Context: an optimization exercise on an open-source flow, tuned for small area, a short achievable clock period and few clock cycles per item. The choices shown serve that exercise and are no tape-out recipe.
Only simulation tests tie the RTL to the original design; equivalence was not proved.

`design/flow/config.mk`:
```
export PLATFORM = sky130hd
export DESIGN_NAME = configurable_fir
export DESIGN_NICKNAME = configurable_fir
export VERILOG_FILES = /design/flow/design.v
export SDC_FILE = /design/flow/constraint.sdc
export NUM_CORES = 4
export LEC_CHECK = 0
export CAP_MARGIN = 20
export CORE_MARGIN = 2
export CORE_UTILIZATION = 40
export SLEW_MARGIN = 20
```
`design/flow/constraint.sdc`:
```
create_clock -name core_clock -period 8.0 [get_ports {clk}]
set_input_delay 1.6000 -clock core_clock [delete_from_list [all_inputs] [get_ports {clk}]]
set_output_delay 1.6000 -clock core_clock [all_outputs]
set_load 0.01 [all_outputs]
```
`design/flow/design.v`:
```
module configurable_fir
#(
  parameter int G_NUM_STAGES_LOG2 = 2,
  parameter int G_STAGE_DEPTH_LOG2 = 2,
  parameter int G_DATA_WIDTH = 16,
  parameter int G_TAP_WIDTH = 16,
  parameter int G_OUTPUT_UNSCALED = 0,
  localparam int N_LOG2 = G_NUM_STAGES_LOG2,
  localparam int M_LOG2 = G_STAGE_DEPTH_LOG2
)
(
  input  logic clk,
  input  logic reset,
  input  logic enable,
  input  logic bypass,
  input  logic [G_TAP_WIDTH-1:0]  tap_din,
  input  logic                    tap_din_valid,
  output logic                    tap_din_ready,
  output logic                    tap_din_done,
  input  logic [G_DATA_WIDTH-1:0] din,
  input  logic                    din_valid,
  output logic                    din_ready,
  output logic [G_DATA_WIDTH+(M_LOG2+N_LOG2+G_TAP_WIDTH)*G_OUTPUT_UNSCALED-1:0] dout,
  output logic                    dout_valid,
  input  logic                    dout_ready
);
  localparam int N = 2**G_NUM_STAGES_LOG2;
  localparam int M = 2**G_STAGE_DEPTH_LOG2;
  typedef enum
  {
    SM_INIT,
    SM_PROGRAM_TAPS,
    SM_GET_INPUT,
    SM_CALC,
    SM_ADD2,
    SM_RESIZE2,
    SM_OUTPUT
  } state_t;
  state_t state;
  logic [G_DATA_WIDTH-1:0] brm_din;
  logic                     brm_din_rd_din_valid_gate;
  logic [M_LOG2-1:0]        brm_din_wr_din_addr;
  logic [G_DATA_WIDTH-1:0]  brm_din_wr_din_value  [0:N-1];
  logic                     brm_din_wr_din_valid;
  logic [M_LOG2-1:0]        brm_din_rd_din_addr;
  logic                     brm_din_rd_din_valid;
  logic [G_DATA_WIDTH-1:0]  brm_din_rd_dout_value [0:N-1];
  logic                     brm_din_rd_dout_valid [0:N-1];
  logic [N_LOG2-1:0]        brm_taps_wr_din_bank_counter;
  logic [M_LOG2-1:0]        brm_taps_wr_din_addr;
  logic [G_TAP_WIDTH-1:0]   brm_taps_wr_din_value;
  logic                     brm_taps_wr_din_valid  [0:N-1];
  logic [M_LOG2-1:0]        brm_taps_rd_din_addr;
  logic                     brm_taps_rd_din_valid  [0:N-1];
  logic [G_DATA_WIDTH-1:0]  brm_taps_rd_dout_value [0:N-1];
  logic                     brm_taps_rd_dout_valid [0:N-1];
  logic unsigned [N_LOG2+M_LOG2-1:0] program_counter;
  logic [G_DATA_WIDTH-1:0] registered_bram_data [0:N-2];
  logic signed [M_LOG2+G_DATA_WIDTH+G_TAP_WIDTH-1:0]  accumulate        [0:N-1];
  logic signed [M_LOG2+G_DATA_WIDTH+G_TAP_WIDTH-1:0]  accumulate_rs     [0:N-1];
  logic signed [G_DATA_WIDTH-1:0]                     accumulate_short  [0:N-1];
  logic unsigned [M_LOG2-1:0]                         accumulate_counter;
  logic signed [M_LOG2+N_LOG2+G_DATA_WIDTH+G_TAP_WIDTH-1:0] accumulate_2;
  logic signed [M_LOG2+N_LOG2+G_DATA_WIDTH+G_TAP_WIDTH-1:0] accumulate_2_rs;
  logic signed [G_DATA_WIDTH-1:0]                           accumulate_2_short;
  logic mult_dout_valid;
  logic signed [G_DATA_WIDTH+G_TAP_WIDTH-1:0] mult [0:N-1];
  always @ (posedge clk) begin
    if (reset == 1 || enable == 0) begin
      brm_din_rd_din_valid        <= 0;
      brm_din_rd_din_valid_gate   <= 0;
      tap_din_ready               <= 0;
      tap_din_done                <= 0;
      din_ready                   <= 0;
      dout_valid                  <= 0;
      state                       <= SM_INIT;
    end
    else begin
      case (state)
        SM_INIT : begin
          for (int i = 0 ; i < N-1 ; i++) begin
            registered_bram_data[i] <= 0;
          end
          brm_din_rd_din_valid_gate   <= 1;
          program_counter <= 0;
          tap_din_ready   <= 1;
          brm_din_wr_din_addr <= 0;
          brm_din_rd_din_addr <= 0;
          state           <= SM_PROGRAM_TAPS;
        end
        SM_PROGRAM_TAPS : begin
          if (tap_din_valid == 1 && tap_din_ready == 1) begin
            if (program_counter == M*N-1) begin
              din_ready                 <= 1;
              tap_din_ready             <= 0;
              brm_din_rd_din_valid_gate <= 0;
              brm_din_wr_din_addr       <= 0;
              tap_din_done              <= 1;
              state                     <= SM_GET_INPUT;
            end
            else begin
              program_counter <= program_counter + 1;
              brm_din_wr_din_addr <= brm_din_wr_din_addr + 1;
            end
          end
        end
        SM_GET_INPUT : begin
          if (din_valid == 1 && din_ready == 1) begin
            din_ready <= 0;
            brm_din_wr_din_addr <= M+1-1;
            brm_din_rd_din_addr <= M-1;
            brm_din_rd_din_valid  <= 1;
            accumulate_counter    <= 0;
            brm_taps_rd_din_addr <= 0;
            for (int i = 0 ; i < N ; i++) begin
              accumulate[i] <= 0;
            end
            state     <= SM_CALC;
          end
        end
        SM_CALC : begin
          if (brm_din_rd_din_valid == 1) begin
            if (brm_din_rd_din_addr == 0) begin
              brm_din_rd_din_valid <= 0;
            end
            else begin
              brm_din_rd_din_addr <= brm_din_rd_din_addr - 1;
            end
          end
          if (brm_din_rd_dout_valid[0] == 1 && brm_din_wr_din_valid == 0) begin
            for (int i = 0 ; i < N-1 ; i++) begin
              registered_bram_data[i] <= brm_din_rd_dout_value[i];
            end
          end
          if (brm_din_rd_dout_valid[0] == 1) begin
            brm_din_wr_din_addr <= brm_din_wr_din_addr - 1;
          end
          if (mult_dout_valid == 1) begin
            if (accumulate_counter == M-1) begin
              accumulate_counter  <= 0;
              accumulate_2        <= 0;
              state               <= SM_ADD2;
            end
            else begin
              accumulate_counter <= accumulate_counter + 1;
            end
            for (int i = 0 ; i < N ; i++) begin
              accumulate[i] <= accumulate[i] + mult[i];
            end
          end
        end
        SM_ADD2 : begin
          if (accumulate_counter == N-1) begin
            state               <= SM_RESIZE2;
          end
          else begin
            accumulate_counter  <= accumulate_counter + 1;
          end
          accumulate_2          <= accumulate_2 + accumulate[accumulate_counter];
        end
        SM_RESIZE2 : begin
          accumulate_2_rs = accumulate_2 >>> (G_TAP_WIDTH-1);
          if (accumulate_2_rs > (2**(G_DATA_WIDTH-1))-1) begin
            accumulate_2_short <= 2**(G_DATA_WIDTH-1)-1;
          end
          else if (accumulate_2_rs < -(2**(G_DATA_WIDTH-1))) begin
            accumulate_2_short <= -2**(G_DATA_WIDTH-1);
          end
          else begin
            accumulate_2_short <= accumulate_2_rs;
          end
          state       <= SM_OUTPUT;
        end
        SM_OUTPUT : begin
          if (dout_valid == 1 && dout_ready == 1) begin
            din_ready   <= 1;
            dout_valid  <= 0;
            state       <= SM_GET_INPUT;
          end
          else begin
            if (G_OUTPUT_UNSCALED == 1) begin
              dout      <= accumulate_2;
            end
            else begin
              dout      <= accumulate_2_short;
            end
            dout_valid  <= 1;
          end
        end
        default : begin
        end
      endcase
    end
  end
  assign brm_taps_wr_din_bank_counter = program_counter[N_LOG2+M_LOG2-1 -: N_LOG2];
  assign brm_taps_wr_din_addr = program_counter[M_LOG2-1 -: M_LOG2];
  assign brm_taps_wr_din_value = tap_din;
  always_comb begin
    case (state)
      SM_PROGRAM_TAPS : begin
        brm_din_wr_din_valid = 1;
        for (int i = 0 ; i < N ; i++) begin
          brm_din_wr_din_value[i] = 0;
        end
      end
      SM_GET_INPUT : begin
        brm_din_wr_din_valid        = din_valid;
        for (int i = 0 ; i < N ; i++) begin
          if (i == 0) begin
            brm_din_wr_din_value[i] = din;
          end
          else begin
            brm_din_wr_din_value[i] = registered_bram_data[i-1];
          end
        end
      end
      SM_CALC : begin
        if (brm_din_wr_din_addr == 0) begin
          brm_din_wr_din_valid      = 0;
        end
        else begin
          brm_din_wr_din_valid      = brm_din_rd_dout_valid[0];
        end
        for (int i = 0 ; i < N ; i++) begin
          brm_din_wr_din_value[i]   = brm_din_rd_dout_value[i];
        end
      end
      default : begin
        brm_din_wr_din_valid = 0;
        for (int i = 0 ; i < N ; i++) begin
          brm_din_wr_din_value[i]   = 0;
        end
      end
    endcase
  end
  generate
    for (genvar i = 0 ; i < N ; i++) begin
      assign brm_taps_wr_din_valid[i] = (brm_taps_wr_din_bank_counter == i) ? tap_din_valid : 0;
      config_fir_bram
      #(
        .G_ADDR_WIDTH   (M_LOG2),
        .G_DATA_WIDTH   (G_DATA_WIDTH)
      )
      u_din_bram
      (
        .clk            (clk),
        .wr_din_addr    (brm_din_wr_din_addr      ),
        .wr_din_value   (brm_din_wr_din_value[i]  ),
        .wr_din_valid   (brm_din_wr_din_valid     ),
        .rd_din_addr    (brm_din_rd_din_addr      ),
        .rd_din_valid   (brm_din_rd_din_valid     ),
        .rd_dout_value  (brm_din_rd_dout_value[i] ),
        .rd_dout_valid  (brm_din_rd_dout_valid[i] )
      );
      config_fir_bram
      #(
        .G_ADDR_WIDTH   (M_LOG2),
        .G_DATA_WIDTH   (G_TAP_WIDTH)
      )
      u_taps_bram
      (
        .clk            (clk),
        .wr_din_addr    (brm_taps_wr_din_addr       ),
        .wr_din_value   (brm_taps_wr_din_value      ),
        .wr_din_valid   (brm_taps_wr_din_valid[i]   ),
        .rd_din_addr    (brm_din_rd_din_addr        ),
        .rd_din_valid   (brm_din_rd_din_valid       ),
        .rd_dout_value  (brm_taps_rd_dout_value[i]  ),
        .rd_dout_valid  (brm_taps_rd_dout_valid[i]  )
      );
    end
  endgenerate
  always @ (posedge clk) begin
    for (int i = 0 ; i < N ; i++) begin
      mult[i]   <= signed'(brm_din_rd_dout_value[i])*signed'(brm_taps_rd_dout_value[i]);
    end
    mult_dout_valid  <= brm_din_rd_dout_valid[0];
  end
endmodule
module config_fir_bram
#(
  parameter int G_ADDR_WIDTH = 4,
  parameter int G_DATA_WIDTH = 4
)
(
  input logic                     clk,
  input logic [G_ADDR_WIDTH-1:0]  wr_din_addr,
  input logic [G_DATA_WIDTH-1:0]  wr_din_value,
  input logic                     wr_din_valid,
  input logic [G_ADDR_WIDTH-1:0]  rd_din_addr,
  input logic                     rd_din_valid,
  output logic [G_DATA_WIDTH-1:0] rd_dout_value,
  output logic                    rd_dout_valid
);
  logic [G_DATA_WIDTH-1:0] bram_memory [0:2**G_ADDR_WIDTH-1];
  always @ (posedge clk) begin
    if (wr_din_valid == 1) begin
      bram_memory[wr_din_addr] <= wr_din_value;
    end
  end
  always @ (posedge clk) begin
    rd_dout_value <= bram_memory[rd_din_addr];
  end
  always @ (posedge clk) begin
    rd_dout_valid <= rd_din_valid;
  end
endmodule
```
`design/flow/run.sh`:
```
#!/bin/bash
# synth_recipe.tcl (not shown) runs the flow's synth.tcl, then flattens the netlist and writes it again
# the make line also repeats each setting of config.mk as NAME=value (left out here)
make -C /OpenROAD-flow-scripts/flow DESIGN_CONFIG=/design/flow/config.mk WORK_HOME=/design/flow/orfs CLKGATE_MAP_FILE= SYNTH_SCRIPT=/design/flow/synth_recipe.tcl finish
```
==> summary.txt <==
state kept, by name, indices dropped and copies added, names as in the netlist, 36 cells and up:
signal	count
genblk1.u_taps_bram.rd_dout_value	64
genblk1.u_taps_bram.bram_memory	256
accumulate_2	36
accumulate	136
genblk1.u_din_bram.bram_memory	256
genblk1.u_din_bram.rd_dout_value	64
registered_bram_data	48
mult	128
kinds of logic after synthesis:
logic type / Yosys count / synth area share [%]
and+or+nand+nor: 1863 / 11.2
adders and majority gates: 1561 / 33.4
buffers and inverters: 1463 / 6.69
DFF: 1040 / 34.8
AOI/OAI and AO/OA: 832 / 6.95
xor gates and xnor gates: 254 / 2.71
muxes: 184 / 4.20
final timing paths:
path                                           startpoint  slack (ps)  cells after the start                                  end
setup / recovery  genblk1[0].u_taps_bram.rd_dout_value[1]         740                     20                          mult[0][31]
hold / removal                       brm_din_rd_din_valid         380                      0  genblk1[0].u_din_bram.rd_dout_valid
setup reg to reg  genblk1[0].u_taps_bram.rd_dout_value[1]         740                     20                          mult[0][31]
hold reg to reg                      brm_din_rd_din_valid         380                      0  genblk1[0].u_din_bram.rd_dout_valid
cells in the mapped netlist, drive strengths merged, types with 10 or more instances:
library cell,number,area (sq um)
a2111oi,10,125
nor2b,30,188
o21ai,130,651
nand2b,56,350
o21a,49,368
buf,23,86.3
fa,1053,21100
a21o,175,1310
o21bai,35,263
a211o,10,87.6
edfxtp,774,23200
inv,1239,4650
nor3b,10,75.1
mux2i,56,561
or3,31,194
ha,508,6360
nor3,92,460
nor4,10,62.6
xnor2,170,1490
a211oi,34,278
o211ai,19,148
and3,25,156
nand2,596,2240
a21oi,213,1070
nand3,53,265
a31oi,18,113
mux4,128,2880
a21boi,17,128
nand4,15,93.8
o31ai,18,149
xor2,84,736
a222oi,34,340
clkbuf,201,754
and2,569,3560
dfxtp,266,5330
nor2,351,1320
area by class of cell:
type                            count  share of cell area (%)
Clock inverter                     60                   0.839
Multi-Input combinational cell   4694                    53.6
Sequential cell                  1040                    31.8
Antenna cell                        1                 0.00279
Tap cell                         2688                    3.75
Clock buffer                      152                    3.56
Timing Repair Buffer              120                    1.20
Inverter                         1239                    5.18
layer usage:
metal | part of all wire (%) | wire, microns
met3 | 5.8 | 12100
met4 | 3.3 | 6830
met5 | 0.0082 | 17
met1 | 45 | 92700
met2 | 46 | 95700
worst register-to-register path, cell delays in order, from the launching register on:
cell      delay (ps)
dfxtp_1          820
nand2_1          200
inv_1            170
fa_1             570
fa_1             960
fa_1             540
fa_1             510
fa_1             490
inv_1             50
fa_1             480
inv_1             40
ha_1             320
inv_1            110
nor3_1            80
a221o_1          340
nor3_1           180
a21boi_0         400
o311ai_0         280
a31o_2           290
a21oi_1          170
xnor2_1           80
==> results_dict.tcl <==
set metrics [dict create \
    status "no timing/DRC/antenna violations" \
    wl_per_cell_microns 20.7 \
    wl_microns 207000 \
    fmax_ghz 0.138 \
    synth-seq-cells 1040 \
    holdWs_ps 376 \
    layout-drive-gt1-share_pct 5.94 \
    fin_cells 9994 \
    cpLargestDelayFamily "adder cells" \
    rows 166 \
    start_util_pct 40.2 \
    skew_ps 81.3 \
    final_hold_viol_count 0 \
    critPathKind "flip-flop to flip-flop" \
    slowest_stage "fa_1" \
    cts_root_buffer "clkbuf_16" \
    overflow 0 \
    synth_cells 7197 \
    first_iter_violations 3786 \
    yosysSeqAreaShare_pct 34.8 \
    grt_max_degree 123 \
    synth_edf_count 774 \
    drc 0 \
    finalSetupViolCount 0 \
    die-area_sq_um 209000 \
    final_antenna_net_count 0 \
    gp_congestion 0.882 \
    grt_use_met1_pct 28.0 \
    final.min_clock_period_ps 7260 \
    max-slew-margin-rel_pct 27.6 \
    pre_cts_ws_ps 789 \
    critPathLaunchType "flip-flop" \
    regArea_sq_um 28600 \
    worstPathCellList "nand2_1 -> inv_1 -> fa_1 -> fa_1 -> fa_1 -> fa_1 -> fa_1 -> inv_1 -> fa_1 -> inv_1 -> ha_1 -> inv_1 -> nor3_1 -> a221o_1 -> nor3_1 -> a21boi_0 -> o311ai_0 -> a31o_2 -> a21oi_1 -> xnor2_1" \
    crit_path_max_incr_delay_ps 950 \
    die_w_microns 457 \
    clkSlewWorstSetupHoldPaths_ps 70 \
    crit_top_cell "fa_1" \
    worst_slew_pin_slew_ps 1080 \
    antenna_found_initial 15 \
    synth_cell_types 80 \
    clk_path_buf_depth 3 \
    numCtsBuffers 112 \
    final_util_pct 44.0 \
    report.final.slew_viol_count 0 \
    cp_max_fo 16 \
    finalCritPeriodShare_pct 90.8 \
    worst_ep_arrival_time_ps 7850 \
    clock_sinks 1040 \
    placed_cells 9781 \
    via_count 51967 \
    placed_area_sq_um 85800 \
    multi_input_area_sq_um 48100 \
    final_cell_mix "1239 x inv_1, 1053 x fa_1, 774 x edfxtp_1, 596 x nand2_1, 565 x and2_1" \
    final_common_cell "inv_1" \
    design_area_sq_um 89700 \
    max-cap-violations 0 \
    layout_setup_ws_ps 737 \
    synth-async-reset-ratio_pct 0 \
    port-buffer-count 57 \
    mappedNetlistNets 8797 \
    boundaryPins 59 \
    synth_warnings 16 \
    critPathCaptureType "flip-flop" \
    use_met2_pct 32.5 \
    path_buf_inv 4 \
    tns_ps 0 \
    hold_class "flip-flop to flip-flop" \
    cts_hold_buf 0 \
    clock_latency_ps 790 \
    syn_avg_cell_area_sq_um 11.4 \
    synthesis.area_sq_um 82000 \
    viasPerCell 5.20 \
    cts_max_level 3 \
    synth_ff_type "edfxtp_1" \
    cp.required_ps 8590 \
    grt_use_total_pct 20.1 \
    grt_pass1_wl_microns 325000 \
    met3_usage_pct 3.01 \
    fill_cells 18905 \
    core_area_sq_um 204000 \
    rsz0062_at_grt "false" \
    area_delta_synth_final_pct 9.41 \
    dp.final_hpwl_microns 157000 \
    grt-busiest-layer "met2" \
    cts-resized-gates 0 \
    firstDrtPassIters 9 \
    fin_nets 8807 \
    grt_pass1_vias 55309 \
    dieHeight_microns 457 \
    postCtsSetupRepairBufs 0 \
    cts_tree "done" \
]
Testbench counts, summed over its fixed seeds: cycles 28,672, items 2,048.

## what the ideal ports hide
How much do the figures lean on ideal ports? The routed layout below was timed once more, with nothing changed but the port constraints.
Step 1 sets driving cells, clkbuf_16 on the clock port and buf_2 on the other inputs (assumed; they add their load-dependent delay and slew).
Step 2 times the ports against the registers' clock, not the clock port: input delays grow and output delays shrink by t, the midpoint of the rising clock arrivals with the driver on.
Slacks: ideal / step 1 / step 2; pairs: ideal / step 1.
t (ns): 0.835
slack for setup (ns): 0.737 / 0.737 / 0.737
latest minus earliest clock arrival (ns): 0.087 / 0.088
After both steps this run still meets setup and hold. The setup slack of this run moves by 0.000 ns with the drivers and by 0.000 ns with both steps.
